This is an optimization exercise on Yosys and OpenROAD, whose aim is small area and a short achievable clock period, not a production implementation. In this exercise RTL edits were held to simulation tests only and were not proved equivalent to the original.

<file path="design/flow/config.mk">
export PLATFORM = sky130hd
export DESIGN_NAME = ALU_TOP
export DESIGN_NICKNAME = ALU_TOP
export VERILOG_FILES = /design/flow/design.v
export SDC_FILE = /design/flow/constraint.sdc
export NUM_CORES = 4
export LEC_CHECK = 0
export ABC_AREA = 1
export CAP_MARGIN = 50
export CORE_MARGIN = 2
export CORE_UTILIZATION = 50
export SLEW_MARGIN = 70
</file>
<file path="design/flow/constraint.sdc">
create_clock -name core_clock -period 84.0 [get_ports {clk}]
set_input_delay 16.8000 -clock core_clock [delete_from_list [all_inputs] [get_ports {clk}]]
set_output_delay 16.8000 -clock core_clock [all_outputs]
set_load 0.01 [all_outputs]
</file>
<file path="design/flow/design.v">
module Decoder_UNIT (
	input  wire [3 : 0] ALU_FUN_DEC,
	output wire         Arith_Enable,
	output wire         Logic_Enable,
	output wire         CMP_Enable,
	output wire         Shift_Enable
);
	assign Arith_Enable = (ALU_FUN_DEC[3:2] == 2'b00);
	assign Logic_Enable = (ALU_FUN_DEC[3:2] == 2'b01);
	assign CMP_Enable   = (ALU_FUN_DEC[3:2] == 2'b10);
	assign Shift_Enable = (ALU_FUN_DEC[3:2] == 2'b11);
endmodule
module ARITHMETIC_UNIT (
	input  wire signed [15:0] A_ARITHMETIC,
	input  wire signed [15:0] B_ARITHMETIC,
	input  wire               clk, rst,
	input  wire        [3:0]  ALU_FUN,
	input  wire               ARITHMETIC_Enable,
	output wire               CMP_EQ,    
	output wire               CMP_LT,    
	output reg                ALU_Carry,
	output reg         [31:0] ARITHMETIC_OUT,
	output reg                ARITHMETIC_Flag
);
	wire [15:0] A = A_ARITHMETIC;
	wire [15:0] B = B_ARITHMETIC;
	wire        sub = ALU_FUN[0] | ALU_FUN[3];
	wire [15:0] bx  = B ^ {16{sub}};
	wire [16:0] s16 = {1'b0, A} + {1'b0, bx} + {16'd0, sub};
	wire        sum16 = A[15] ^ bx[15] ^ s16[16];
	assign CMP_LT = ~s16[16];
	assign CMP_EQ = (s16[15:0] == 16'd0);
	wire [31:0] addsub = {{15{sum16}}, sum16, s16[15:0]};
	wire [31:0] prod; MUL16S MUL_U (.a(A), .b(B), .p(prod));
	wire [31:0] quot;
	DIV16S DIV_U (.a(A), .b(B), .y(quot));
	reg [31:0] res;
	always @(*) begin
		case (ALU_FUN[1:0])
			2'b00, 2'b01: res = addsub;
			2'b10:        res = prod;
			default:      res = quot;
		endcase
	end
	always @(posedge clk or negedge rst) begin
		if (!rst) begin
			ARITHMETIC_OUT  <= 0;
			ARITHMETIC_Flag <= 0;
			ALU_Carry       <= 0;
		end else begin
			ARITHMETIC_OUT  <= ARITHMETIC_Enable ? res : 32'd0;
			ARITHMETIC_Flag <= ARITHMETIC_Enable;
			ALU_Carry       <= ARITHMETIC_Enable & ~ALU_FUN[1] & sum16;
		end
	end
endmodule
module MUL16S (
	input  wire [15:0] a,
	input  wire [15:0] b,
	output wire [31:0] p
);
	wire one1;
	wire two2;
	wire neg3;
	wire pp4;
	wire pp5;
	wire pp6;
	wire pp7;
	wire pp8;
	wire pp9;
	wire pp10;
	wire pp11;
	wire pp12;
	wire pp13;
	wire pp14;
	wire pp15;
	wire pp16;
	wire pp17;
	wire pp18;
	wire pp19;
	wire pp20;
	wire ns21;
	wire one22;
	wire two23;
	wire neg24;
	wire pp25;
	wire pp26;
	wire pp27;
	wire pp28;
	wire pp29;
	wire pp30;
	wire pp31;
	wire pp32;
	wire pp33;
	wire pp34;
	wire pp35;
	wire pp36;
	wire pp37;
	wire pp38;
	wire pp39;
	wire pp40;
	wire pp41;
	wire ns42;
	wire one43;
	wire two44;
	wire neg45;
	wire pp46;
	wire pp47;
	wire pp48;
	wire pp49;
	wire pp50;
	wire pp51;
	wire pp52;
	wire pp53;
	wire pp54;
	wire pp55;
	wire pp56;
	wire pp57;
	wire pp58;
	wire pp59;
	wire pp60;
	wire pp61;
	wire pp62;
	wire ns63;
	wire one64;
	wire two65;
	wire neg66;
	wire pp67;
	wire pp68;
	wire pp69;
	wire pp70;
	wire pp71;
	wire pp72;
	wire pp73;
	wire pp74;
	wire pp75;
	wire pp76;
	wire pp77;
	wire pp78;
	wire pp79;
	wire pp80;
	wire pp81;
	wire pp82;
	wire pp83;
	wire ns84;
	wire one85;
	wire two86;
	wire neg87;
	wire pp88;
	wire pp89;
	wire pp90;
	wire pp91;
	wire pp92;
	wire pp93;
	wire pp94;
	wire pp95;
	wire pp96;
	wire pp97;
	wire pp98;
	wire pp99;
	wire pp100;
	wire pp101;
	wire pp102;
	wire pp103;
	wire pp104;
	wire ns105;
	wire one106;
	wire two107;
	wire neg108;
	wire pp109;
	wire pp110;
	wire pp111;
	wire pp112;
	wire pp113;
	wire pp114;
	wire pp115;
	wire pp116;
	wire pp117;
	wire pp118;
	wire pp119;
	wire pp120;
	wire pp121;
	wire pp122;
	wire pp123;
	wire pp124;
	wire pp125;
	wire ns126;
	wire one127;
	wire two128;
	wire neg129;
	wire pp130;
	wire pp131;
	wire pp132;
	wire pp133;
	wire pp134;
	wire pp135;
	wire pp136;
	wire pp137;
	wire pp138;
	wire pp139;
	wire pp140;
	wire pp141;
	wire pp142;
	wire pp143;
	wire pp144;
	wire pp145;
	wire pp146;
	wire ns147;
	wire one148;
	wire two149;
	wire neg150;
	wire pp151;
	wire pp152;
	wire pp153;
	wire pp154;
	wire pp155;
	wire pp156;
	wire pp157;
	wire pp158;
	wire pp159;
	wire pp160;
	wire pp161;
	wire pp162;
	wire pp163;
	wire pp164;
	wire pp165;
	wire pp166;
	wire pp167;
	wire ns168;
	wire s169;
	wire c170;
	wire s171;
	wire c172;
	wire s173;
	wire c174;
	wire s175;
	wire c176;
	wire s177;
	wire c178;
	wire s179;
	wire c180;
	wire s181;
	wire c182;
	wire s183;
	wire c184;
	wire s185;
	wire c186;
	wire s187;
	wire c188;
	wire s189;
	wire c190;
	wire s191;
	wire c192;
	wire s193;
	wire c194;
	wire s195;
	wire c196;
	wire s197;
	wire c198;
	wire s199;
	wire c200;
	wire s201;
	wire c202;
	wire s203;
	wire c204;
	wire s205;
	wire c206;
	wire s207;
	wire c208;
	wire s209;
	wire c210;
	wire s211;
	wire c212;
	wire s213;
	wire c214;
	wire s215;
	wire s216;
	wire c217;
	wire s218;
	wire c219;
	wire s220;
	wire c221;
	wire s222;
	wire c223;
	wire s224;
	wire c225;
	wire s226;
	wire c227;
	wire s228;
	wire c229;
	wire s230;
	wire c231;
	wire s232;
	wire c233;
	wire s234;
	wire c235;
	wire s236;
	wire c237;
	wire s238;
	wire c239;
	wire s240;
	wire c241;
	wire s242;
	wire c243;
	wire s244;
	wire c245;
	wire s246;
	wire c247;
	wire s248;
	wire c249;
	wire s250;
	wire c251;
	wire s252;
	wire c253;
	wire s254;
	wire c255;
	wire s256;
	wire c257;
	wire s258;
	wire c259;
	wire s260;
	wire c261;
	wire s262;
	wire c263;
	wire s264;
	wire c265;
	wire s266;
	wire c267;
	wire s268;
	wire c269;
	wire s270;
	wire c271;
	wire s272;
	wire c273;
	wire s274;
	wire c275;
	wire s276;
	wire c277;
	wire s278;
	wire c279;
	wire s280;
	wire c281;
	wire s282;
	wire c283;
	wire s284;
	wire c285;
	wire s286;
	wire s287;
	wire c288;
	wire s289;
	wire c290;
	wire s291;
	wire c292;
	wire s293;
	wire c294;
	wire s295;
	wire c296;
	wire s297;
	wire c298;
	wire s299;
	wire c300;
	wire s301;
	wire c302;
	wire s303;
	wire c304;
	wire s305;
	wire c306;
	wire s307;
	wire c308;
	wire s309;
	wire c310;
	wire s311;
	wire c312;
	wire s313;
	wire c314;
	wire s315;
	wire c316;
	wire s317;
	wire c318;
	wire s319;
	wire c320;
	wire s321;
	wire c322;
	wire s323;
	wire c324;
	wire s325;
	wire c326;
	wire s327;
	wire c328;
	wire s329;
	wire c330;
	wire s331;
	wire c332;
	wire s333;
	wire s334;
	wire c335;
	wire s336;
	wire c337;
	wire s338;
	wire c339;
	wire s340;
	wire c341;
	wire s342;
	wire c343;
	wire s344;
	wire c345;
	wire s346;
	wire c347;
	wire s348;
	wire c349;
	wire s350;
	wire c351;
	wire s352;
	wire c353;
	wire s354;
	wire c355;
	wire s356;
	wire c357;
	wire s358;
	wire c359;
	wire s360;
	wire c361;
	wire s362;
	wire c363;
	wire s364;
	wire c365;
	wire s366;
	wire c367;
	wire s368;
	wire c369;
	wire s370;
	wire c371;
	wire s372;
	wire c373;
	wire s374;
	wire c375;
	wire s376;
	wire c377;
	wire s378;
	wire c379;
	wire s380;
	wire c381;
	wire s382;
	wire c383;
	wire s384;
	wire c385;
	wire s386;
	wire c387;
	wire s388;
	wire s389;
	wire c390;
	wire s391;
	wire c392;
	wire s393;
	wire c394;
	wire s395;
	wire c396;
	wire s397;
	wire c398;
	wire s399;
	wire c400;
	wire s401;
	wire c402;
	wire s403;
	wire c404;
	wire s405;
	wire c406;
	wire s407;
	wire c408;
	wire s409;
	wire c410;
	wire s411;
	wire c412;
	wire s413;
	wire c414;
	wire s415;
	wire c416;
	wire s417;
	wire c418;
	wire s419;
	wire c420;
	wire s421;
	wire c422;
	wire s423;
	wire c424;
	wire s425;
	wire c426;
	wire s427;
	wire c428;
	wire s429;
	wire c430;
	wire s431;
	wire c432;
	wire s433;
	wire c434;
	wire s435;
	wire c436;
	wire s437;
	wire c438;
	wire s439;
	wire c440;
	wire s441;
	wire c442;
	wire s443;
	wire c444;
	wire s445;
	wire c446;
	wire s447;
	wire c448;
	wire s449;
	wire c450;
	wire s451;
	wire c452;
	assign one1 = b[0] ^ 1'b0;
	assign two2 = (b[1] & ~b[0] & ~1'b0) | (~b[1] & b[0] & 1'b0);
	assign neg3 = b[1];
	assign pp4 = ((one1 & a[0]) | (two2 & 1'b0)) ^ neg3;
	assign pp5 = ((one1 & a[1]) | (two2 & a[0])) ^ neg3;
	assign pp6 = ((one1 & a[2]) | (two2 & a[1])) ^ neg3;
	assign pp7 = ((one1 & a[3]) | (two2 & a[2])) ^ neg3;
	assign pp8 = ((one1 & a[4]) | (two2 & a[3])) ^ neg3;
	assign pp9 = ((one1 & a[5]) | (two2 & a[4])) ^ neg3;
	assign pp10 = ((one1 & a[6]) | (two2 & a[5])) ^ neg3;
	assign pp11 = ((one1 & a[7]) | (two2 & a[6])) ^ neg3;
	assign pp12 = ((one1 & a[8]) | (two2 & a[7])) ^ neg3;
	assign pp13 = ((one1 & a[9]) | (two2 & a[8])) ^ neg3;
	assign pp14 = ((one1 & a[10]) | (two2 & a[9])) ^ neg3;
	assign pp15 = ((one1 & a[11]) | (two2 & a[10])) ^ neg3;
	assign pp16 = ((one1 & a[12]) | (two2 & a[11])) ^ neg3;
	assign pp17 = ((one1 & a[13]) | (two2 & a[12])) ^ neg3;
	assign pp18 = ((one1 & a[14]) | (two2 & a[13])) ^ neg3;
	assign pp19 = ((one1 & a[15]) | (two2 & a[14])) ^ neg3;
	assign pp20 = ((one1 & a[15]) | (two2 & a[15])) ^ neg3;
	assign ns21 = ~pp20;
	assign one22 = b[2] ^ b[1];
	assign two23 = (b[3] & ~b[2] & ~b[1]) | (~b[3] & b[2] & b[1]);
	assign neg24 = b[3];
	assign pp25 = ((one22 & a[0]) | (two23 & 1'b0)) ^ neg24;
	assign pp26 = ((one22 & a[1]) | (two23 & a[0])) ^ neg24;
	assign pp27 = ((one22 & a[2]) | (two23 & a[1])) ^ neg24;
	assign pp28 = ((one22 & a[3]) | (two23 & a[2])) ^ neg24;
	assign pp29 = ((one22 & a[4]) | (two23 & a[3])) ^ neg24;
	assign pp30 = ((one22 & a[5]) | (two23 & a[4])) ^ neg24;
	assign pp31 = ((one22 & a[6]) | (two23 & a[5])) ^ neg24;
	assign pp32 = ((one22 & a[7]) | (two23 & a[6])) ^ neg24;
	assign pp33 = ((one22 & a[8]) | (two23 & a[7])) ^ neg24;
	assign pp34 = ((one22 & a[9]) | (two23 & a[8])) ^ neg24;
	assign pp35 = ((one22 & a[10]) | (two23 & a[9])) ^ neg24;
	assign pp36 = ((one22 & a[11]) | (two23 & a[10])) ^ neg24;
	assign pp37 = ((one22 & a[12]) | (two23 & a[11])) ^ neg24;
	assign pp38 = ((one22 & a[13]) | (two23 & a[12])) ^ neg24;
	assign pp39 = ((one22 & a[14]) | (two23 & a[13])) ^ neg24;
	assign pp40 = ((one22 & a[15]) | (two23 & a[14])) ^ neg24;
	assign pp41 = ((one22 & a[15]) | (two23 & a[15])) ^ neg24;
	assign ns42 = ~pp41;
	assign one43 = b[4] ^ b[3];
	assign two44 = (b[5] & ~b[4] & ~b[3]) | (~b[5] & b[4] & b[3]);
	assign neg45 = b[5];
	assign pp46 = ((one43 & a[0]) | (two44 & 1'b0)) ^ neg45;
	assign pp47 = ((one43 & a[1]) | (two44 & a[0])) ^ neg45;
	assign pp48 = ((one43 & a[2]) | (two44 & a[1])) ^ neg45;
	assign pp49 = ((one43 & a[3]) | (two44 & a[2])) ^ neg45;
	assign pp50 = ((one43 & a[4]) | (two44 & a[3])) ^ neg45;
	assign pp51 = ((one43 & a[5]) | (two44 & a[4])) ^ neg45;
	assign pp52 = ((one43 & a[6]) | (two44 & a[5])) ^ neg45;
	assign pp53 = ((one43 & a[7]) | (two44 & a[6])) ^ neg45;
	assign pp54 = ((one43 & a[8]) | (two44 & a[7])) ^ neg45;
	assign pp55 = ((one43 & a[9]) | (two44 & a[8])) ^ neg45;
	assign pp56 = ((one43 & a[10]) | (two44 & a[9])) ^ neg45;
	assign pp57 = ((one43 & a[11]) | (two44 & a[10])) ^ neg45;
	assign pp58 = ((one43 & a[12]) | (two44 & a[11])) ^ neg45;
	assign pp59 = ((one43 & a[13]) | (two44 & a[12])) ^ neg45;
	assign pp60 = ((one43 & a[14]) | (two44 & a[13])) ^ neg45;
	assign pp61 = ((one43 & a[15]) | (two44 & a[14])) ^ neg45;
	assign pp62 = ((one43 & a[15]) | (two44 & a[15])) ^ neg45;
	assign ns63 = ~pp62;
	assign one64 = b[6] ^ b[5];
	assign two65 = (b[7] & ~b[6] & ~b[5]) | (~b[7] & b[6] & b[5]);
	assign neg66 = b[7];
	assign pp67 = ((one64 & a[0]) | (two65 & 1'b0)) ^ neg66;
	assign pp68 = ((one64 & a[1]) | (two65 & a[0])) ^ neg66;
	assign pp69 = ((one64 & a[2]) | (two65 & a[1])) ^ neg66;
	assign pp70 = ((one64 & a[3]) | (two65 & a[2])) ^ neg66;
	assign pp71 = ((one64 & a[4]) | (two65 & a[3])) ^ neg66;
	assign pp72 = ((one64 & a[5]) | (two65 & a[4])) ^ neg66;
	assign pp73 = ((one64 & a[6]) | (two65 & a[5])) ^ neg66;
	assign pp74 = ((one64 & a[7]) | (two65 & a[6])) ^ neg66;
	assign pp75 = ((one64 & a[8]) | (two65 & a[7])) ^ neg66;
	assign pp76 = ((one64 & a[9]) | (two65 & a[8])) ^ neg66;
	assign pp77 = ((one64 & a[10]) | (two65 & a[9])) ^ neg66;
	assign pp78 = ((one64 & a[11]) | (two65 & a[10])) ^ neg66;
	assign pp79 = ((one64 & a[12]) | (two65 & a[11])) ^ neg66;
	assign pp80 = ((one64 & a[13]) | (two65 & a[12])) ^ neg66;
	assign pp81 = ((one64 & a[14]) | (two65 & a[13])) ^ neg66;
	assign pp82 = ((one64 & a[15]) | (two65 & a[14])) ^ neg66;
	assign pp83 = ((one64 & a[15]) | (two65 & a[15])) ^ neg66;
	assign ns84 = ~pp83;
	assign one85 = b[8] ^ b[7];
	assign two86 = (b[9] & ~b[8] & ~b[7]) | (~b[9] & b[8] & b[7]);
	assign neg87 = b[9];
	assign pp88 = ((one85 & a[0]) | (two86 & 1'b0)) ^ neg87;
	assign pp89 = ((one85 & a[1]) | (two86 & a[0])) ^ neg87;
	assign pp90 = ((one85 & a[2]) | (two86 & a[1])) ^ neg87;
	assign pp91 = ((one85 & a[3]) | (two86 & a[2])) ^ neg87;
	assign pp92 = ((one85 & a[4]) | (two86 & a[3])) ^ neg87;
	assign pp93 = ((one85 & a[5]) | (two86 & a[4])) ^ neg87;
	assign pp94 = ((one85 & a[6]) | (two86 & a[5])) ^ neg87;
	assign pp95 = ((one85 & a[7]) | (two86 & a[6])) ^ neg87;
	assign pp96 = ((one85 & a[8]) | (two86 & a[7])) ^ neg87;
	assign pp97 = ((one85 & a[9]) | (two86 & a[8])) ^ neg87;
	assign pp98 = ((one85 & a[10]) | (two86 & a[9])) ^ neg87;
	assign pp99 = ((one85 & a[11]) | (two86 & a[10])) ^ neg87;
	assign pp100 = ((one85 & a[12]) | (two86 & a[11])) ^ neg87;
	assign pp101 = ((one85 & a[13]) | (two86 & a[12])) ^ neg87;
	assign pp102 = ((one85 & a[14]) | (two86 & a[13])) ^ neg87;
	assign pp103 = ((one85 & a[15]) | (two86 & a[14])) ^ neg87;
	assign pp104 = ((one85 & a[15]) | (two86 & a[15])) ^ neg87;
	assign ns105 = ~pp104;
	assign one106 = b[10] ^ b[9];
	assign two107 = (b[11] & ~b[10] & ~b[9]) | (~b[11] & b[10] & b[9]);
	assign neg108 = b[11];
	assign pp109 = ((one106 & a[0]) | (two107 & 1'b0)) ^ neg108;
	assign pp110 = ((one106 & a[1]) | (two107 & a[0])) ^ neg108;
	assign pp111 = ((one106 & a[2]) | (two107 & a[1])) ^ neg108;
	assign pp112 = ((one106 & a[3]) | (two107 & a[2])) ^ neg108;
	assign pp113 = ((one106 & a[4]) | (two107 & a[3])) ^ neg108;
	assign pp114 = ((one106 & a[5]) | (two107 & a[4])) ^ neg108;
	assign pp115 = ((one106 & a[6]) | (two107 & a[5])) ^ neg108;
	assign pp116 = ((one106 & a[7]) | (two107 & a[6])) ^ neg108;
	assign pp117 = ((one106 & a[8]) | (two107 & a[7])) ^ neg108;
	assign pp118 = ((one106 & a[9]) | (two107 & a[8])) ^ neg108;
	assign pp119 = ((one106 & a[10]) | (two107 & a[9])) ^ neg108;
	assign pp120 = ((one106 & a[11]) | (two107 & a[10])) ^ neg108;
	assign pp121 = ((one106 & a[12]) | (two107 & a[11])) ^ neg108;
	assign pp122 = ((one106 & a[13]) | (two107 & a[12])) ^ neg108;
	assign pp123 = ((one106 & a[14]) | (two107 & a[13])) ^ neg108;
	assign pp124 = ((one106 & a[15]) | (two107 & a[14])) ^ neg108;
	assign pp125 = ((one106 & a[15]) | (two107 & a[15])) ^ neg108;
	assign ns126 = ~pp125;
	assign one127 = b[12] ^ b[11];
	assign two128 = (b[13] & ~b[12] & ~b[11]) | (~b[13] & b[12] & b[11]);
	assign neg129 = b[13];
	assign pp130 = ((one127 & a[0]) | (two128 & 1'b0)) ^ neg129;
	assign pp131 = ((one127 & a[1]) | (two128 & a[0])) ^ neg129;
	assign pp132 = ((one127 & a[2]) | (two128 & a[1])) ^ neg129;
	assign pp133 = ((one127 & a[3]) | (two128 & a[2])) ^ neg129;
	assign pp134 = ((one127 & a[4]) | (two128 & a[3])) ^ neg129;
	assign pp135 = ((one127 & a[5]) | (two128 & a[4])) ^ neg129;
	assign pp136 = ((one127 & a[6]) | (two128 & a[5])) ^ neg129;
	assign pp137 = ((one127 & a[7]) | (two128 & a[6])) ^ neg129;
	assign pp138 = ((one127 & a[8]) | (two128 & a[7])) ^ neg129;
	assign pp139 = ((one127 & a[9]) | (two128 & a[8])) ^ neg129;
	assign pp140 = ((one127 & a[10]) | (two128 & a[9])) ^ neg129;
	assign pp141 = ((one127 & a[11]) | (two128 & a[10])) ^ neg129;
	assign pp142 = ((one127 & a[12]) | (two128 & a[11])) ^ neg129;
	assign pp143 = ((one127 & a[13]) | (two128 & a[12])) ^ neg129;
	assign pp144 = ((one127 & a[14]) | (two128 & a[13])) ^ neg129;
	assign pp145 = ((one127 & a[15]) | (two128 & a[14])) ^ neg129;
	assign pp146 = ((one127 & a[15]) | (two128 & a[15])) ^ neg129;
	assign ns147 = ~pp146;
	assign one148 = b[14] ^ b[13];
	assign two149 = (b[15] & ~b[14] & ~b[13]) | (~b[15] & b[14] & b[13]);
	assign neg150 = b[15];
	assign pp151 = ((one148 & a[0]) | (two149 & 1'b0)) ^ neg150;
	assign pp152 = ((one148 & a[1]) | (two149 & a[0])) ^ neg150;
	assign pp153 = ((one148 & a[2]) | (two149 & a[1])) ^ neg150;
	assign pp154 = ((one148 & a[3]) | (two149 & a[2])) ^ neg150;
	assign pp155 = ((one148 & a[4]) | (two149 & a[3])) ^ neg150;
	assign pp156 = ((one148 & a[5]) | (two149 & a[4])) ^ neg150;
	assign pp157 = ((one148 & a[6]) | (two149 & a[5])) ^ neg150;
	assign pp158 = ((one148 & a[7]) | (two149 & a[6])) ^ neg150;
	assign pp159 = ((one148 & a[8]) | (two149 & a[7])) ^ neg150;
	assign pp160 = ((one148 & a[9]) | (two149 & a[8])) ^ neg150;
	assign pp161 = ((one148 & a[10]) | (two149 & a[9])) ^ neg150;
	assign pp162 = ((one148 & a[11]) | (two149 & a[10])) ^ neg150;
	assign pp163 = ((one148 & a[12]) | (two149 & a[11])) ^ neg150;
	assign pp164 = ((one148 & a[13]) | (two149 & a[12])) ^ neg150;
	assign pp165 = ((one148 & a[14]) | (two149 & a[13])) ^ neg150;
	assign pp166 = ((one148 & a[15]) | (two149 & a[14])) ^ neg150;
	assign pp167 = ((one148 & a[15]) | (two149 & a[15])) ^ neg150;
	assign ns168 = ~pp167;
	assign s169 = neg108 ^ pp109;
	assign c170 = neg108 & pp109;
	assign s171 = pp110 ^ pp91;
	assign c172 = pp110 & pp91;
	assign s173 = neg129 ^ pp130 ^ pp111;
	assign c174 = (neg129 & pp130) | (neg129 & pp111) | (pp130 & pp111);
	assign s175 = pp92 ^ pp73;
	assign c176 = pp92 & pp73;
	assign s177 = pp131 ^ pp112 ^ pp93;
	assign c178 = (pp131 & pp112) | (pp131 & pp93) | (pp112 & pp93);
	assign s179 = pp74 ^ pp55;
	assign c180 = pp74 & pp55;
	assign s181 = neg150 ^ pp151 ^ pp132;
	assign c182 = (neg150 & pp151) | (neg150 & pp132) | (pp151 & pp132);
	assign s183 = pp113 ^ pp94 ^ pp75;
	assign c184 = (pp113 & pp94) | (pp113 & pp75) | (pp94 & pp75);
	assign s185 = pp56 ^ pp37;
	assign c186 = pp56 & pp37;
	assign s187 = pp152 ^ pp133 ^ pp114;
	assign c188 = (pp152 & pp133) | (pp152 & pp114) | (pp133 & pp114);
	assign s189 = pp95 ^ pp76 ^ pp57;
	assign c190 = (pp95 & pp76) | (pp95 & pp57) | (pp76 & pp57);
	assign s191 = pp38 ^ pp19;
	assign c192 = pp38 & pp19;
	assign s193 = ~(pp153 ^ pp134);
	assign c194 = pp153 | pp134;
	assign s195 = pp115 ^ pp96 ^ pp77;
	assign c196 = (pp115 & pp96) | (pp115 & pp77) | (pp96 & pp77);
	assign s197 = pp58 ^ pp39 ^ ns21;
	assign c198 = (pp58 & pp39) | (pp58 & ns21) | (pp39 & ns21);
	assign s199 = ~(pp154 ^ pp135);
	assign c200 = pp154 | pp135;
	assign s201 = pp116 ^ pp97 ^ pp78;
	assign c202 = (pp116 & pp97) | (pp116 & pp78) | (pp97 & pp78);
	assign s203 = pp59 ^ pp40;
	assign c204 = pp59 & pp40;
	assign s205 = pp155 ^ pp136 ^ pp117;
	assign c206 = (pp155 & pp136) | (pp155 & pp117) | (pp136 & pp117);
	assign s207 = pp98 ^ pp79 ^ pp60;
	assign c208 = (pp98 & pp79) | (pp98 & pp60) | (pp79 & pp60);
	assign s209 = ~(pp156 ^ pp137);
	assign c210 = pp156 | pp137;
	assign s211 = pp118 ^ pp99;
	assign c212 = pp118 & pp99;
	assign s213 = pp157 ^ pp138 ^ pp119;
	assign c214 = (pp157 & pp138) | (pp157 & pp119) | (pp138 & pp119);
	assign s215 = ~pp158;
	assign s216 = neg66 ^ pp67;
	assign c217 = neg66 & pp67;
	assign s218 = pp68 ^ pp49;
	assign c219 = pp68 & pp49;
	assign s220 = neg87 ^ pp88 ^ pp69;
	assign c221 = (neg87 & pp88) | (neg87 & pp69) | (pp88 & pp69);
	assign s222 = pp50 ^ pp31;
	assign c223 = pp50 & pp31;
	assign s224 = pp89 ^ pp70 ^ pp51;
	assign c225 = (pp89 & pp70) | (pp89 & pp51) | (pp70 & pp51);
	assign s226 = pp32 ^ pp13;
	assign c227 = pp32 & pp13;
	assign s228 = pp90 ^ pp71 ^ pp52;
	assign c229 = (pp90 & pp71) | (pp90 & pp52) | (pp71 & pp52);
	assign s230 = pp33 ^ pp14 ^ s169;
	assign c231 = (pp33 & pp14) | (pp33 & s169) | (pp14 & s169);
	assign s232 = pp72 ^ pp53 ^ pp34;
	assign c233 = (pp72 & pp53) | (pp72 & pp34) | (pp53 & pp34);
	assign s234 = pp15 ^ s171 ^ c170;
	assign c235 = (pp15 & s171) | (pp15 & c170) | (s171 & c170);
	assign s236 = pp54 ^ pp35 ^ pp16;
	assign c237 = (pp54 & pp35) | (pp54 & pp16) | (pp35 & pp16);
	assign s238 = s175 ^ s173 ^ c172;
	assign c239 = (s175 & s173) | (s175 & c172) | (s173 & c172);
	assign s240 = pp36 ^ pp17 ^ s179;
	assign c241 = (pp36 & pp17) | (pp36 & s179) | (pp17 & s179);
	assign s242 = s177 ^ c176 ^ c174;
	assign c243 = (s177 & c176) | (s177 & c174) | (c176 & c174);
	assign s244 = pp18 ^ s185 ^ s183;
	assign c245 = (pp18 & s185) | (pp18 & s183) | (s185 & s183);
	assign s246 = s181 ^ c180 ^ c178;
	assign c247 = (s181 & c180) | (s181 & c178) | (c180 & c178);
	assign s248 = s191 ^ s189 ^ s187;
	assign c249 = (s191 & s189) | (s191 & s187) | (s189 & s187);
	assign s250 = c186 ^ c184 ^ c182;
	assign c251 = (c186 & c184) | (c186 & c182) | (c184 & c182);
	assign s252 = s197 ^ s195 ^ s193;
	assign c253 = (s197 & s195) | (s197 & s193) | (s195 & s193);
	assign s254 = c192 ^ c190 ^ c188;
	assign c255 = (c192 & c190) | (c192 & c188) | (c190 & c188);
	assign s256 = s203 ^ s201 ^ s199;
	assign c257 = (s203 & s201) | (s203 & s199) | (s201 & s199);
	assign s258 = c198 ^ c196 ^ c194;
	assign c259 = (c198 & c196) | (c198 & c194) | (c196 & c194);
	assign s260 = ns42 ^ s207 ^ s205;
	assign c261 = (ns42 & s207) | (ns42 & s205) | (s207 & s205);
	assign s262 = c204 ^ c202 ^ c200;
	assign c263 = (c204 & c202) | (c204 & c200) | (c202 & c200);
	assign s264 = pp80 ^ pp61 ^ s211;
	assign c265 = (pp80 & pp61) | (pp80 & s211) | (pp61 & s211);
	assign s266 = s209 ^ c208 ^ c206;
	assign c267 = (s209 & c208) | (s209 & c206) | (c208 & c206);
	assign s268 = pp100 ^ pp81 ^ ns63;
	assign c269 = (pp100 & pp81) | (pp100 & ns63) | (pp81 & ns63);
	assign s270 = s213 ^ c212 ^ c210;
	assign c271 = (s213 & c212) | (s213 & c210) | (c212 & c210);
	assign s272 = pp139 ^ pp120 ^ pp101;
	assign c273 = (pp139 & pp120) | (pp139 & pp101) | (pp120 & pp101);
	assign s274 = pp82 ^ s215 ^ c214;
	assign c275 = (pp82 & s215) | (pp82 & c214) | (s215 & c214);
	assign s276 = pp159 ^ pp140 ^ pp121;
	assign c277 = (pp159 & pp140) | (pp159 & pp121) | (pp140 & pp121);
	assign s278 = pp102 ^ ns84 ^ pp158;
	assign c279 = (pp102 & ns84) | (pp102 & pp158) | (ns84 & pp158);
	assign s280 = ~(pp160 ^ pp141);
	assign c281 = pp160 | pp141;
	assign s282 = pp122 ^ pp103;
	assign c283 = pp122 & pp103;
	assign s284 = pp161 ^ pp142 ^ pp123;
	assign c285 = (pp161 & pp142) | (pp161 & pp123) | (pp142 & pp123);
	assign s286 = ~pp162;
	assign s287 = neg45 ^ pp46;
	assign c288 = neg45 & pp46;
	assign s289 = pp47 ^ pp28;
	assign c290 = pp47 & pp28;
	assign s291 = pp48 ^ pp29 ^ pp10;
	assign c292 = (pp48 & pp29) | (pp48 & pp10) | (pp29 & pp10);
	assign s293 = pp30 ^ pp11 ^ s218;
	assign c294 = (pp30 & pp11) | (pp30 & s218) | (pp11 & s218);
	assign s295 = pp12 ^ s222 ^ s220;
	assign c296 = (pp12 & s222) | (pp12 & s220) | (s222 & s220);
	assign s297 = s226 ^ s224 ^ c223;
	assign c298 = (s226 & s224) | (s226 & c223) | (s224 & c223);
	assign s299 = s230 ^ s228 ^ c227;
	assign c300 = (s230 & s228) | (s230 & c227) | (s228 & c227);
	assign s301 = s234 ^ s232 ^ c231;
	assign c302 = (s234 & s232) | (s234 & c231) | (s232 & c231);
	assign s303 = s238 ^ s236 ^ c235;
	assign c304 = (s238 & s236) | (s238 & c235) | (s236 & c235);
	assign s305 = s242 ^ s240 ^ c239;
	assign c306 = (s242 & s240) | (s242 & c239) | (s240 & c239);
	assign s307 = s246 ^ s244 ^ c243;
	assign c308 = (s246 & s244) | (s246 & c243) | (s244 & c243);
	assign s309 = s250 ^ s248 ^ c247;
	assign c310 = (s250 & s248) | (s250 & c247) | (s248 & c247);
	assign s311 = s254 ^ s252 ^ c251;
	assign c312 = (s254 & s252) | (s254 & c251) | (s252 & c251);
	assign s313 = s258 ^ s256 ^ c255;
	assign c314 = (s258 & s256) | (s258 & c255) | (s256 & c255);
	assign s315 = s262 ^ s260 ^ c259;
	assign c316 = (s262 & s260) | (s262 & c259) | (s260 & c259);
	assign s317 = s266 ^ s264 ^ c263;
	assign c318 = (s266 & s264) | (s266 & c263) | (s264 & c263);
	assign s319 = s270 ^ s268 ^ c267;
	assign c320 = (s270 & s268) | (s270 & c267) | (s268 & c267);
	assign s321 = s274 ^ s272 ^ c271;
	assign c322 = (s274 & s272) | (s274 & c271) | (s272 & c271);
	assign s323 = s278 ^ s276 ^ c275;
	assign c324 = (s278 & s276) | (s278 & c275) | (s276 & c275);
	assign s325 = s282 ^ s280 ^ c279;
	assign c326 = (s282 & s280) | (s282 & c279) | (s280 & c279);
	assign s327 = ns105 ^ s284 ^ c283;
	assign c328 = (ns105 & s284) | (ns105 & c283) | (s284 & c283);
	assign s329 = pp143 ^ pp124 ^ s286;
	assign c330 = (pp143 & pp124) | (pp143 & s286) | (pp124 & s286);
	assign s331 = pp163 ^ pp144 ^ ns126;
	assign c332 = (pp163 & pp144) | (pp163 & ns126) | (pp144 & ns126);
	assign s333 = ~pp164;
	assign s334 = neg24 ^ pp25;
	assign c335 = neg24 & pp25;
	assign s336 = pp26 ^ pp7;
	assign c337 = pp26 & pp7;
	assign s338 = pp27 ^ pp8 ^ s287;
	assign c339 = (pp27 & pp8) | (pp27 & s287) | (pp8 & s287);
	assign s340 = pp9 ^ s289 ^ c288;
	assign c341 = (pp9 & s289) | (pp9 & c288) | (s289 & c288);
	assign s342 = s216 ^ s291 ^ c290;
	assign c343 = (s216 & s291) | (s216 & c290) | (s291 & c290);
	assign s344 = c217 ^ s293 ^ c292;
	assign c345 = (c217 & s293) | (c217 & c292) | (s293 & c292);
	assign s346 = c219 ^ s295 ^ c294;
	assign c347 = (c219 & s295) | (c219 & c294) | (s295 & c294);
	assign s348 = c221 ^ s297 ^ c296;
	assign c349 = (c221 & s297) | (c221 & c296) | (s297 & c296);
	assign s350 = c225 ^ s299 ^ c298;
	assign c351 = (c225 & s299) | (c225 & c298) | (s299 & c298);
	assign s352 = c229 ^ s301 ^ c300;
	assign c353 = (c229 & s301) | (c229 & c300) | (s301 & c300);
	assign s354 = c233 ^ s303 ^ c302;
	assign c355 = (c233 & s303) | (c233 & c302) | (s303 & c302);
	assign s356 = c237 ^ s305 ^ c304;
	assign c357 = (c237 & s305) | (c237 & c304) | (s305 & c304);
	assign s358 = c241 ^ s307 ^ c306;
	assign c359 = (c241 & s307) | (c241 & c306) | (s307 & c306);
	assign s360 = c245 ^ s309 ^ c308;
	assign c361 = (c245 & s309) | (c245 & c308) | (s309 & c308);
	assign s362 = c249 ^ s311 ^ c310;
	assign c363 = (c249 & s311) | (c249 & c310) | (s311 & c310);
	assign s364 = c253 ^ s313 ^ c312;
	assign c365 = (c253 & s313) | (c253 & c312) | (s313 & c312);
	assign s366 = c257 ^ s315 ^ c314;
	assign c367 = (c257 & s315) | (c257 & c314) | (s315 & c314);
	assign s368 = c261 ^ s317 ^ c316;
	assign c369 = (c261 & s317) | (c261 & c316) | (s317 & c316);
	assign s370 = c265 ^ s319 ^ c318;
	assign c371 = (c265 & s319) | (c265 & c318) | (s319 & c318);
	assign s372 = c269 ^ s321 ^ c320;
	assign c373 = (c269 & s321) | (c269 & c320) | (s321 & c320);
	assign s374 = c273 ^ s323 ^ c322;
	assign c375 = (c273 & s323) | (c273 & c322) | (s323 & c322);
	assign s376 = c277 ^ s325 ^ c324;
	assign c377 = (c277 & s325) | (c277 & c324) | (s325 & c324);
	assign s378 = c281 ^ s327 ^ c326;
	assign c379 = (c281 & s327) | (c281 & c326) | (s327 & c326);
	assign s380 = c285 ^ s329 ^ c328;
	assign c381 = (c285 & s329) | (c285 & c328) | (s329 & c328);
	assign s382 = pp162 ^ s331 ^ c330;
	assign c383 = (pp162 & s331) | (pp162 & c330) | (s331 & c330);
	assign s384 = pp145 ^ s333 ^ c332;
	assign c385 = (pp145 & s333) | (pp145 & c332) | (s333 & c332);
	assign s386 = pp165 ^ ns147 ^ pp164;
	assign c387 = (pp165 & ns147) | (pp165 & pp164) | (ns147 & pp164);
	assign s388 = ~pp166;
	assign s389 = pp4 ^ neg3;
	assign c390 = pp4 & neg3;
	assign p[0] = s389;
	assign s391 = pp5 ^ c390;
	assign c392 = pp5 & c390;
	assign p[1] = s391;
	assign s393 = s334 ^ pp6 ^ c392;
	assign c394 = (s334 & pp6) | (s334 & c392) | (pp6 & c392);
	assign p[2] = s393;
	assign s395 = c335 ^ s336 ^ c394;
	assign c396 = (c335 & s336) | (c335 & c394) | (s336 & c394);
	assign p[3] = s395;
	assign s397 = c337 ^ s338 ^ c396;
	assign c398 = (c337 & s338) | (c337 & c396) | (s338 & c396);
	assign p[4] = s397;
	assign s399 = c339 ^ s340 ^ c398;
	assign c400 = (c339 & s340) | (c339 & c398) | (s340 & c398);
	assign p[5] = s399;
	assign s401 = c341 ^ s342 ^ c400;
	assign c402 = (c341 & s342) | (c341 & c400) | (s342 & c400);
	assign p[6] = s401;
	assign s403 = c343 ^ s344 ^ c402;
	assign c404 = (c343 & s344) | (c343 & c402) | (s344 & c402);
	assign p[7] = s403;
	assign s405 = c345 ^ s346 ^ c404;
	assign c406 = (c345 & s346) | (c345 & c404) | (s346 & c404);
	assign p[8] = s405;
	assign s407 = c347 ^ s348 ^ c406;
	assign c408 = (c347 & s348) | (c347 & c406) | (s348 & c406);
	assign p[9] = s407;
	assign s409 = c349 ^ s350 ^ c408;
	assign c410 = (c349 & s350) | (c349 & c408) | (s350 & c408);
	assign p[10] = s409;
	assign s411 = c351 ^ s352 ^ c410;
	assign c412 = (c351 & s352) | (c351 & c410) | (s352 & c410);
	assign p[11] = s411;
	assign s413 = c353 ^ s354 ^ c412;
	assign c414 = (c353 & s354) | (c353 & c412) | (s354 & c412);
	assign p[12] = s413;
	assign s415 = c355 ^ s356 ^ c414;
	assign c416 = (c355 & s356) | (c355 & c414) | (s356 & c414);
	assign p[13] = s415;
	assign s417 = c357 ^ s358 ^ c416;
	assign c418 = (c357 & s358) | (c357 & c416) | (s358 & c416);
	assign p[14] = s417;
	assign s419 = c359 ^ s360 ^ c418;
	assign c420 = (c359 & s360) | (c359 & c418) | (s360 & c418);
	assign p[15] = s419;
	assign s421 = c361 ^ s362 ^ c420;
	assign c422 = (c361 & s362) | (c361 & c420) | (s362 & c420);
	assign p[16] = s421;
	assign s423 = c363 ^ s364 ^ c422;
	assign c424 = (c363 & s364) | (c363 & c422) | (s364 & c422);
	assign p[17] = s423;
	assign s425 = c365 ^ s366 ^ c424;
	assign c426 = (c365 & s366) | (c365 & c424) | (s366 & c424);
	assign p[18] = s425;
	assign s427 = c367 ^ s368 ^ c426;
	assign c428 = (c367 & s368) | (c367 & c426) | (s368 & c426);
	assign p[19] = s427;
	assign s429 = c369 ^ s370 ^ c428;
	assign c430 = (c369 & s370) | (c369 & c428) | (s370 & c428);
	assign p[20] = s429;
	assign s431 = c371 ^ s372 ^ c430;
	assign c432 = (c371 & s372) | (c371 & c430) | (s372 & c430);
	assign p[21] = s431;
	assign s433 = c373 ^ s374 ^ c432;
	assign c434 = (c373 & s374) | (c373 & c432) | (s374 & c432);
	assign p[22] = s433;
	assign s435 = c375 ^ s376 ^ c434;
	assign c436 = (c375 & s376) | (c375 & c434) | (s376 & c434);
	assign p[23] = s435;
	assign s437 = c377 ^ s378 ^ c436;
	assign c438 = (c377 & s378) | (c377 & c436) | (s378 & c436);
	assign p[24] = s437;
	assign s439 = c379 ^ s380 ^ c438;
	assign c440 = (c379 & s380) | (c379 & c438) | (s380 & c438);
	assign p[25] = s439;
	assign s441 = c381 ^ s382 ^ c440;
	assign c442 = (c381 & s382) | (c381 & c440) | (s382 & c440);
	assign p[26] = s441;
	assign s443 = c383 ^ s384 ^ c442;
	assign c444 = (c383 & s384) | (c383 & c442) | (s384 & c442);
	assign p[27] = s443;
	assign s445 = c385 ^ s386 ^ c444;
	assign c446 = (c385 & s386) | (c385 & c444) | (s386 & c444);
	assign p[28] = s445;
	assign s447 = c387 ^ s388 ^ c446;
	assign c448 = (c387 & s388) | (c387 & c446) | (s388 & c446);
	assign p[29] = s447;
	assign s449 = pp166 ^ ns168 ^ c448;
	assign c450 = (pp166 & ns168) | (pp166 & c448) | (ns168 & c448);
	assign p[30] = s449;
	assign s451 = 1'b1 ^ c450;
	assign c452 = 1'b1 & c450;
	assign p[31] = s451;
endmodule
module DIV16S (
	input  wire [15:0] a,
	input  wire [15:0] b,
	output wire [31:0] y
);
	wire        nA = a[15];
	wire        nB = b[15];
	wire [15:0] N  = nA ? (~a + 16'd1) : a;
	wire [16:0] D1 = {1'b0, nB ? (~b + 16'd1) : b};
	wire [17:0] D2 = {D1, 1'b0};
	wire [17:0] D3 = {1'b0, D1} + D2;
	wire        bz = (b == 16'd0);
	wire [15:0] q;
	wire [15:0] rem [0:8];
	assign rem[8] = 16'd0;
	genvar j;
	generate
		for (j = 7; j >= 0; j = j - 1) begin : st
			localparam integer W = 16 - 2*j;
			wire [W-1:0] rin;
			if (W == 2) begin : r2
				assign rin = N[2*j+1:2*j];
			end else begin : rn
				assign rin = {rem[j+1][W-3:0], N[2*j+1:2*j]};
			end
			wire f1, f2, f3;
			if (W >= 17) begin : fa1 assign f1 = 1'b1; end else begin : fb1 assign f1 = ~(|D1[16:W]); end
			if (W >= 18) begin : fa2 assign f2 = 1'b1; end else begin : fb2 assign f2 = ~(|D2[17:W]); end
			assign f3 = (D1 <= (((1 << W) - 1) / 3));
			wire [W:0] s1 = {1'b0, rin} + {1'b0, ~D1[W-1:0]} + 1'b1;
			wire [W:0] s2 = {1'b0, rin} + {1'b0, ~D2[W-1:0]} + 1'b1;
			wire [W:0] s3 = {1'b0, rin} + {1'b0, ~D3[W-1:0]} + 1'b1;
			wire g1 = f1 & s1[W];
			wire g2 = f2 & s2[W];
			wire g3 = f3 & s3[W];
			assign q[2*j+1] = g2;
			assign q[2*j]   = g3 | (g1 & ~g2);
			wire [W-1:0] rout = g3 ? s3[W-1:0] : g2 ? s2[W-1:0] : g1 ? s1[W-1:0] : rin;
			if (W < 16) begin : pad
				assign rem[j] = {{(16-W){1'b0}}, rout};
			end else begin : nopad
				assign rem[j] = rout;
			end
		end
	endgenerate
	wire        neg = (nA ^ nB) & ~bz;
	wire [15:0] qlo = neg ? (~q + 16'd1) : q;
	wire        qhi = bz | (neg & (|q));
	assign y = {{16{qhi}}, qlo};
endmodule
module LOGIC_UNIT (
	input  wire [15:0] A_logic,
	input  wire [15:0] B_logic,
	input  wire        clk, rst,
	input  wire [1:0]  FUN,
	input  wire        Logic_Enable,
	output wire [31:0] Logic_OUT,
	output reg         Logic_Flag
);
	reg  [15:0] lo;
	reg         hi;
	wire [15:0] val = (FUN[0] ? (A_logic | B_logic) : (A_logic & B_logic)) ^ {16{FUN[1]}};
	always @(posedge clk or negedge rst) begin
		if (!rst) begin
			lo <= 0; hi <= 0; Logic_Flag <= 0;
		end else begin
			lo <= Logic_Enable ? val : 16'd0;
			hi <= Logic_Enable & FUN[1];
			Logic_Flag <= Logic_Enable;
		end
	end
	assign Logic_OUT = {{16{hi}}, lo};
endmodule
module CMP_UNIT (
	input  wire        eq,     
	input  wire        lt,     
	input  wire        clk, rst,
	input  wire [1:0]  FUN,
	input  wire        CMP_Enable,
	output wire [31:0] CMP_OUT,
	output reg         CMP_Flag
);
	reg  [1:0] r;
	wire gt = ~eq & ~lt;
	wire b0 = (FUN == 2'b01) ? eq : (FUN == 2'b11) ? lt : 1'b0;
	wire b1 = (FUN == 2'b10) ? gt : (FUN == 2'b11) ? lt : 1'b0;
	always @(posedge clk or negedge rst) begin
		if (!rst) begin
			r <= 0; CMP_Flag <= 0;
		end else begin
			r <= CMP_Enable ? {b1, b0} : 2'b00;
			CMP_Flag <= CMP_Enable;
		end
	end
	assign CMP_OUT = {30'd0, r};
endmodule
module SHIFT_UNIT (
	input  wire [15:0] A_SHIFT,
	input  wire [15:0] B_SHIFT,
	input  wire        clk, rst,
	input  wire [1:0]  FUN,
	input  wire        SHIFT_Enable,
	output wire [31:0] SHIFT_OUT,
	output reg         SHIFT_Flag
);
	reg  [16:0] r;
	wire [15:0] x   = FUN[1] ? B_SHIFT : A_SHIFT;
	wire [16:0] val = FUN[0] ? {x, 1'b0} : {2'b00, x[15:1]};
	always @(posedge clk or negedge rst) begin
		if (!rst) begin
			r <= 0; SHIFT_Flag <= 0;
		end else begin
			r <= SHIFT_Enable ? val : 17'd0;
			SHIFT_Flag <= SHIFT_Enable;
		end
	end
	assign SHIFT_OUT = {15'd0, r};
endmodule
module ALU_TOP # (
	parameter A_WIDTH_TOP = 16,
	parameter B_WIDTH_TOP = 16,
	parameter OUT_WIDTH_TOP = A_WIDTH_TOP + B_WIDTH_TOP)
(	input  wire signed [A_WIDTH_TOP-1 : 0]   A,
	input  wire signed [B_WIDTH_TOP-1 : 0]   B,
	input  wire                              clk, rst,
	input  wire        [3 : 0]               ALU_FUN,
	output wire        [OUT_WIDTH_TOP-1 : 0] ARITHMETIC_OUT,
	output wire        [OUT_WIDTH_TOP-1 : 0] Logic_OUT,
	output wire        [OUT_WIDTH_TOP-1 : 0] CMP_OUT,
	output wire        [OUT_WIDTH_TOP-1 : 0] SHIFT_OUT,
	output wire                              Carry_OUT,
	output wire                              ARITHMETIC_Flag,
	output wire                              Logic_Flag,
	output wire                              CMP_Flag,
	output wire                              SHIFT_Flag
);
wire int_Arith_Enable, int_Logic_Enable, int_CMP_Enable, int_Shift_Enable;
wire cmp_eq, cmp_lt;
Decoder_UNIT DEC_U (
	.ALU_FUN_DEC(ALU_FUN),
	.Arith_Enable(int_Arith_Enable),
	.Logic_Enable(int_Logic_Enable),
	.CMP_Enable(int_CMP_Enable),
	.Shift_Enable(int_Shift_Enable)
);
ARITHMETIC_UNIT ARITH_U (
	.A_ARITHMETIC(A),
	.B_ARITHMETIC(B),
	.clk(clk),
	.rst(rst),
	.ALU_FUN(ALU_FUN),
	.ARITHMETIC_Enable(int_Arith_Enable),
	.CMP_EQ(cmp_eq),
	.CMP_LT(cmp_lt),
	.ALU_Carry(Carry_OUT),
	.ARITHMETIC_OUT(ARITHMETIC_OUT),
	.ARITHMETIC_Flag(ARITHMETIC_Flag)
);
LOGIC_UNIT LOG_U (
	.A_logic(A),
	.B_logic(B),
	.clk(clk),
	.rst(rst),
	.FUN(ALU_FUN[1:0]),
	.Logic_Enable(int_Logic_Enable),
	.Logic_OUT(Logic_OUT),
	.Logic_Flag(Logic_Flag)
);
CMP_UNIT CMP_U (
	.eq(cmp_eq),
	.lt(cmp_lt),
	.clk(clk),
	.rst(rst),
	.FUN(ALU_FUN[1:0]),
	.CMP_Enable(int_CMP_Enable),
	.CMP_OUT(CMP_OUT),
	.CMP_Flag(CMP_Flag)
);
SHIFT_UNIT SHIFT_U (
	.A_SHIFT(A),
	.B_SHIFT(B),
	.clk(clk),
	.rst(rst),
	.FUN(ALU_FUN[1:0]),
	.SHIFT_Enable(int_Shift_Enable),
	.SHIFT_OUT(SHIFT_OUT),
	.SHIFT_Flag(SHIFT_Flag)
);
endmodule
</file>
<file path="design/flow/run.sh">
#!/bin/bash
# synth_recipe.tcl (not shown) runs the flow's synth.tcl, then flattens the netlist and writes it again
# the make line also repeats each setting of config.mk as NAME=value (left out here)
make -C /OpenROAD-flow-scripts/flow DESIGN_CONFIG=/design/flow/config.mk WORK_HOME=/design/flow/orfs CLKGATE_MAP_FILE= SYNTH_SCRIPT=/design/flow/synth_recipe.tcl finish
</file>
==> results of run 1 <==
==> worst paths after layout <==
check                           start                                   end  slack (ns)  cells past startpoint
max                              A[1]  ARITH_U.ARITHMETIC_OUT[14]$_DFF_PN0_       44.61                    136
min                               rst  ARITH_U.ARITHMETIC_OUT[23]$_DFF_PN0_       16.23                      1
max in group asynchronous         rst  ARITH_U.ARITHMETIC_OUT[15]$_DFF_PN0_       67.10                      3
min in group core_clock    ALU_FUN[1]                 LOG_U.lo[9]$_DFF_PN0_       16.89                      3
==> worst max-delay path: cells and delay by family <==
family	cells	cell delay, ns
AO/OA/AOI/OAI	47	7.78
multiplexers	1	0.25
AND/OR/NAND/NOR	53	7.19
XOR/XNOR	1	0.28
buffers and inverters	23	3.98
adder cells (fa/ha/maj)	11	3.36
==> through the flow <==
| stage | hold slack [ns] | std cells | cell area [um^2] |
|---|---|---|---|
| floorplan | 16.50 | 2855 | 20750 |
| global placement | 17.02 | 3390 | 22100 |
| detailed placement | 16.61 | 3398 | 22680 |
| CTS | 16.23 | 3414 | 22990 |
| global route | 16.23 | 3416 | 23090 |
| finish | 16.23 | 3416 | 23090 |
==> synth_stat cells (all sizes together), types with 2 or more instances <==
library cell / instances
inv: 437
nand2: 380
ha: 279
a21oi: 254
xor2: 254
o21ai: 207
o22ai: 142
nor2: 138
fa: 135
nand3: 91
buf: 88
dfrtp: 73
clkbuf: 65
o21bai: 41
xnor2: 40
o211ai: 26
nand4: 23
or2: 19
nor3: 18
clkinv: 13
a211oi: 9
a21o: 9
and2: 9
o221ai: 8
o31ai: 8
nor4: 6
a21boi: 5
a31oi: 5
o2111ai: 5
nand3b: 4
a211o: 3
a311oi: 3
a221oi: 2
mux2: 2
o21a: 2
==> routing by layer <==
| layer | vias up | wire [um] | global-route usage, % |
|---|---|---|---|
| li1 | 9409 | - | - |
| met1 | 9450 | 29890 | 43.19 |
| met2 | 782 | 36460 | 60.75 |
| met3 | 192 | 4367 | 3.579 |
| met4 | 0 | 4284 | 19.07 |
| met5 | - | 0 | 0 |
==> cells by family (layout without fill, tap and decap cells) <==
family	count (synthesis)	after routing	synth area share, %
compound gates	735	735	20.55
xor+xnor	294	294	12.51
fa+ha+maj	414	414	30.08
buf+inv	603	632	12.26
flops	73	73	8.873
mux	3	3	0.1580
other cells	1	45	0.01822
simple gates	688	688	15.55
==> layout by cell type (no fill, tap or decap), drive strengths merged, types with 9 or more instances in the layout <==
cell,netlist,routed
nor3,18,18
buf,88,48
fa,135,135
nand3,91,91
o21bai,41,41
o22ai,142,142
a21o,9,9
clkinv,13,14
a211oi,9,9
o21ai,207,207
conb,1,45
and2,9,9
o211ai,26,26
xor2,254,254
clkdlybuf4s50,0,118
dfrtp,73,73
xnor2,40,40
nand4,23,23
or2,19,19
inv,437,440
ha,279,279
clkbuf,65,9
nand2,380,380
nor2,138,138
a21oi,254,254
==> final cells by class <==
class / instances / area (um^2)
clock buffer: 9 / 225.2
inverter: 450 / 1739
clock inverter: 7 / 82.58
timing repair buffer: 166 / 1578
multi-input combinational: 2179 / 16970
tap: 532 / 665.6
fill: 3911 / 17650
sequential: 73 / 1828
==> sequential cells by signal (all words and copies together), names as in the netlist <==
| signal | cells |
|---|---|
| CMP_U.CMP_Flag | 1 |
| SHIFT_U.SHIFT_Flag | 1 |
| ARITH_U.ARITHMETIC_OUT | 32 |
| ARITH_U.ARITHMETIC_Flag | 1 |
| SHIFT_U.r | 17 |
| LOG_U.Logic_Flag | 1 |
| CMP_U.r | 2 |
| LOG_U.hi | 1 |
| ARITH_U.ALU_Carry | 1 |
| LOG_U.lo | 16 |
==> results list, run 1 <==
- The via count of the first global-routing pass was 19660.
* Post-Place Worst Slack: 44.34 ns
- Measured against its own limit, the worst slew margin works out to 66.88%.
- Cell repeated most along the worst path: sky130_fd_sc_hd__nand2_1
* Clock tree from TritonCTS: yes
- Placed wire-length estimate after detailed placement: 58.93 mm
- Timing would allow up to 25.38 MHz.
- Final core utilization: 56.68%
- Setup CP Type: in -> reg
- Antenna diode count: 0
* Count of unique library cells instantiated by Yosys: 60
* Die Span X: 206.9 um
- After global routing the overflow that remains totals 0.
* Total negative slack: 0 ns
- Number of nets with antenna violations after detailed routing: 0
* Most used DFF post-synth: sky130_fd_sc_hd__dfrtp_1
- By area the synthesized netlist is led by sky130_fd_sc_hd__ha_1 17%, sky130_fd_sc_hd__fa_1 13%, sky130_fd_sc_hd__xor2_1 11%.
- Via density per instance: 5.806
* Post-route fraction of the period consumed by the critical path: 46.90%
- Site row count: 74
* Clock transition at the registers of the reported paths: 0.07 ns
* Routability congestion estimate: 0.9742
* Overall fraction of global-route tracks in use: 35.20%
- 171 I/O pins were placed.
- Via total after detailed routing: 19830
* Die ar.: 42810 um^2
- Wire length after detailed routing: 75.01 mm
* Slew Viols, Final: 0
- Setup repair after global routing left no endpoint under its margin.
- Initial Util: 50.53%
- For this run, the slowest stage of the critical path takes 0.60 ns.
- On the critical path, the stage with the largest delay is an instance of sky130_fd_sc_hd__clkdlybuf4s50_1.
- I/O Buffers: 125
- After clock tree synthesis, the setup repair step added 0 buffers.
* Final setup violating endpoints: 0
- Syn Inst Count: 2811
* Maximum fanout along the worst path: 20
- Worst hold-check path type: in -> async
* Maximum buffer depth of the clock tree: 2
- The first global-routing pass estimated 113.4 mm of wire.
- EDFF count, synth: 0
* Final-report hold violation count: 0
* Share of layout cells above drive strength 1: 10.09%
- For this design, the CTS-stage hold fixing added 0 buffers.
* Growth of design area from synthesis to finish: 12.16%
* Top cell type's share of synthesized area: 16.96%
* Final-stage net count: 3331
- The synthesized netlist occupies a cell area of 20590 um^2.
* Maxcap violations: 0
- After detailed routing, the number of remaining DRC violations is 0.
- Number of clock sinks: 73
* Worst path arrival time: 39.69 ns
- The worst setup path is captured at a flip-flop.
* Pin count of the biggest net entering global routing: 56
- Subtracting the final worst setup slack from the clock period gives 39.39 ns.
- Mapped Avg Cell Area: 7.324 um^2
- Cell type contributing the most total cell area after synthesis: sky130_fd_sc_hd__ha_1
* Number of gates resized after cts: 0
- Critical path startpoint category: primary input
* Antenna violations before repair: 0
- The total area inside the core boundary comes to 40740 um^2.
- Yosys synthesis warning count: 5
- Number of buffers created by CTS: 9
- The run finished with no timing, DRC or antenna violations.
- At the pin with the least slew margin, the transition time is 0.4916 ns.
- Detailed router's first-iteration violation count: 1686
* Routed wirelength normalized by instance count: 21.96 um
- The clock tree synthesis step divided the H-tree into 3 levels.
* Count of state elements after synthesis: 73
- The die is 206.9 um tall.
- Async S/R FF share, synth: 100.0%
- CTS placed an instance of sky130_fd_sc_hd__clkbuf_16 at the clock tree root.
- Of the synthesized area, sequential elements account for 8.873%.
* First-pass iteration count of the detailed router: 5
- The worst path meets setup with 44.61 ns of slack.
- At the worst endpoint, the required time is 84.30 ns.
==> run 2: changes to the inputs <==
--- a/design/flow/config.mk
+++ b/design/flow/config.mk
@@ -5,7 +5,6 @@
 export SDC_FILE = /design/flow/constraint.sdc
 export NUM_CORES = 4
 export LEC_CHECK = 0
-export ABC_AREA = 1
 export CAP_MARGIN = 50
 export CORE_MARGIN = 2
 export CORE_UTILIZATION = 50
==> results list, run 2 <==
- Biggest regs: ARITH_U.ARITHMETIC_OUT x32, SHIFT_U.r x17, LOG_U.lo x16
* Number of nets with antenna violations after detailed routing: 0
* Cell repeated most along the worst path: sky130_fd_sc_hd__ha_1
- Worst path arrival time: 39.33 ns
- For this run, the top clock speed supported by timing is 25.57 MHz.
* Global-route wire length before repair: 121.3 mm
- Post-CTS Setup Repair Bufs: 0
- The detailed router finished its first iteration with 2199 violations.
- Die Span X: 211.0 um
* Initial Util: 50.82%
- The final-report hold violation count is 0.
* Number of fill cells in the layout: 3922
* Routed wirelength normalized by instance count: 24.16 um
- Mapped Avg Cell Area: 7.996 um^2
- Global routing consumed, over all layers together, 35.49% of the routing resources.
* Final critical delay including setup and external delays: 39.11 ns
- Post-synth top cells: 279 x sky130_fd_sc_hd__ha_1, 255 x sky130_fd_sc_hd__xnor2_1, 220 x sky130_fd_sc_hd__inv_1, 172 x sky130_fd_sc_hd__a21oi_1, 167 x sky130_fd_sc_hd__o21ai_0
- The largest individual stage delay along the critical path comes from the cell sky130_fd_sc_hd__or4b_2.
- Critical Path Sink Type: flip-flop
- Worst hold-check path type: in -> async
* Via total after detailed routing: 20920
- Max-cap violations in this run came to 0.
- Measured along the y axis, the die boundary spans 211.0 um.
* Leading cell type in the layout, fill and taps excluded: sky130_fd_sc_hd__ha_1
- In this run, CTS created clock tree buffers numbering 9.
- H-tree level count: 3
* Count of unique library cells instantiated by Yosys: 96
- Vias in the first global route: 20060
- Hold-fix buffers, CTS: 0
* Share of layout cells above drive strength 1: 10.01%
* Async S/R FF share, synth: 100.0%
* Longest individual stage delay on the worst path: 0.62 ns
- The wire-length estimate of the detail-placed layout is 60.83 mm.
- First-pass iteration count of the detailed router: 7
- Cell type contributing the most total cell area after synthesis: sky130_fd_sc_hd__ha_1
- After detailed routing, the number of remaining DRC violations is 0.
* Yosys synthesis warning count: 5
- Critical path startpoint category: primary input
- After synthesis, flip-flops and latches occupy 8.531% of the total area.
- In this run, post-CTS repair resized a total of 0 instances.
- Buffers placed on the I/O ports in this run total 125.
* Flip-flop count of the largest register, all copies and words added: 32
- The worst path uses 46.56% of the clock period.
* Number of placed I/O pins: 171
- Slew Viols, Final: 0
- Antenna violations before repair: 1
* Via density per instance: 6.363
- Yosys mapped a number of flops with a built-in enable equal to 0.
- Core area: 42130 um^2
* Syn Inst Count: 2678
* Leading cell type by number of instances after synthesis: sky130_fd_sc_hd__ha_1
- The top cell type by area accounts for 16.30% of the synthesized area.
- Clock transition at the registers of the reported paths: 0.06 ns
- Maximum fanout along the worst path: 24
- Worst-case hold slack: 16.25 ns
* Count of state elements after synthesis: 73
* Site row count: 75
- Setup repair after global routing missed its margin: no
- Data on the critical path is required at its endpoint by 84.22 ns.
* Growth of design area from synthesis to finish: 13.12%
- Setup violations remaining at the end of the flow were counted as 0.
- Entering global routing, the biggest net connects 67 pins.
- The critical path is of the in -> reg type.
- Most used DFF post-synth: sky130_fd_sc_hd__dfrtp_1
- Die ar.: 44500 um^2
* Cell chosen for the clock root: sky130_fd_sc_hd__clkbuf_16
- Leftover overflow at the end of global routing: 0
- Most used cells in the layout excluding fill and tap cells: 270 x sky130_fd_sc_hd__ha_1, 240 x sky130_fd_sc_hd__xnor2_1, 215 x sky130_fd_sc_hd__inv_1
* Leading cell types by total area after synthesis: sky130_fd_sc_hd__ha_1 16%, sky130_fd_sc_hd__fa_1 13%, sky130_fd_sc_hd__xnor2_1 10%
- Maximum buffer depth of the clock tree: 2
* Wire length after detailed routing: 79.45 mm
- Routability congestion estimate: 0.9917
* Post-synthesis cell area: 21410 um^2
- The run finished with no timing, DRC or antenna violations.
* Total negative slack: 0 ns
- The register with the most flip-flops in the final layout is ARITH_U.ARITHMETIC_OUT.
- Final-stage net count: 3195
- For this design, the sink count on the clock tree is 73.
- TritonCTS built the clock tree.
run 2: path summary, 6_finish.rpt:
kind	start	to	slack, ns	cells after the start
max in group asynchronous	rst	LOG_U.hi$_DFF_PN0_	67.35	2
hold / removal	rst	LOG_U.lo[4]$_DFF_PN0_	16.25	1
setup / recovery	B[3]	ARITH_U.ARITHMETIC_OUT[17]$_DFF_PN0_	44.89	93
min in group core_clock	B[14]	SHIFT_U.r[15]$_DFF_PN0_	16.95	3
run 2: kinds of logic after synthesis:
| family | share of synthesized area, % |
|---|---|
| flops | 8.531 |
| xor+xnor | 12.76 |
| compound gates | 25.22 |
| other cells | 0.01751 |
| mux | 1.502 |
| simple gates | 13.60 |
| buf+inv | 8.793 |
| fa+ha+maj | 29.58 |
run 2: per-stage QoR:
stage,util (%),cells,instance area (um^2),setup WS [ns]
after floorplan,-,2722,21580,47.71
after global placement,54.60,3245,23010,42.29
after detailed placement,56.21,3268,23680,44.03
after CTS,57.08,3284,24050,44.28
after global routing,57.48,3287,24220,43.74
final,57.49,3288,24220,44.89
run 2: per-layer routing:
metal | vias to the layer above | wire length, um | share of wire, % | GRT usage, %
li1 | 9523 | - | - | -
met1 | 10280 | 35560 | 45 | 51.77
met2 | 1013 | 34470 | 43 | 54.30
met3 | 107 | 7694 | 9.7 | 6.467
met4 | 0 | 1717 | 2.2 | 8.232
met5 | - | 0 | 0 | 0
run 2: critical path: cells and delay by family:
| family | cells | cell delay, ns |
|---|---|---|
| AND/OR/NAND/NOR | 28 | 6.13 |
| buffers and inverters | 10 | 2.64 |
| adder cells (fa/ha/maj) | 9 | 3.00 |
| multiplexers | 6 | 1.93 |
| AO/OA/AOI/OAI | 40 | 8.78 |
run 2: layout make-up:
cell class              count  area [um^2]  share of cell area (%)
inverters                 229        863.3                   3.564
repair buffers            213         1892                   7.810
multi-input cells        2217        18600                   76.77
clock buffers              10        229.0                  0.9453
clock inverters             6        137.6                  0.5682
diodes                      1        2.502                 0.01033
well taps                 539        674.4                   2.784
flip-flops and latches     73         1828                   7.546

## afterwards: timing with drivers on the ports
No port has a modelled driver above. Below, the same layouts with a new extraction and two added sets of constraints.
Step 1 sets driving cells, clkbuf_16 on the clock port and buf_2 on the other inputs (assumed; they add their load-dependent delay and slew).
Step 2, shift: input delay + t, output delay - t, t = (earliest + latest rising clock arrival at the registers) / 2. This alone moves slack from input paths to output paths.
a / b / c = no drivers / after step 1 / after step 2; a / b = the first two.
run | t, ns | setup slack, ns | latest minus earliest clock arrival (ns)
run 1 | 0.405 | 44.606 / 44.637 / 44.232 | 0.013 / 0.014
run 2 | 0.382 | 44.891 / 44.896 / 44.514 | 0.011 / 0.010
After both steps setup and hold are still met in every run listed. The setup slack of run 2, which loses most, moves by +0.005 ns with the drivers and by -0.377 ns with both steps.
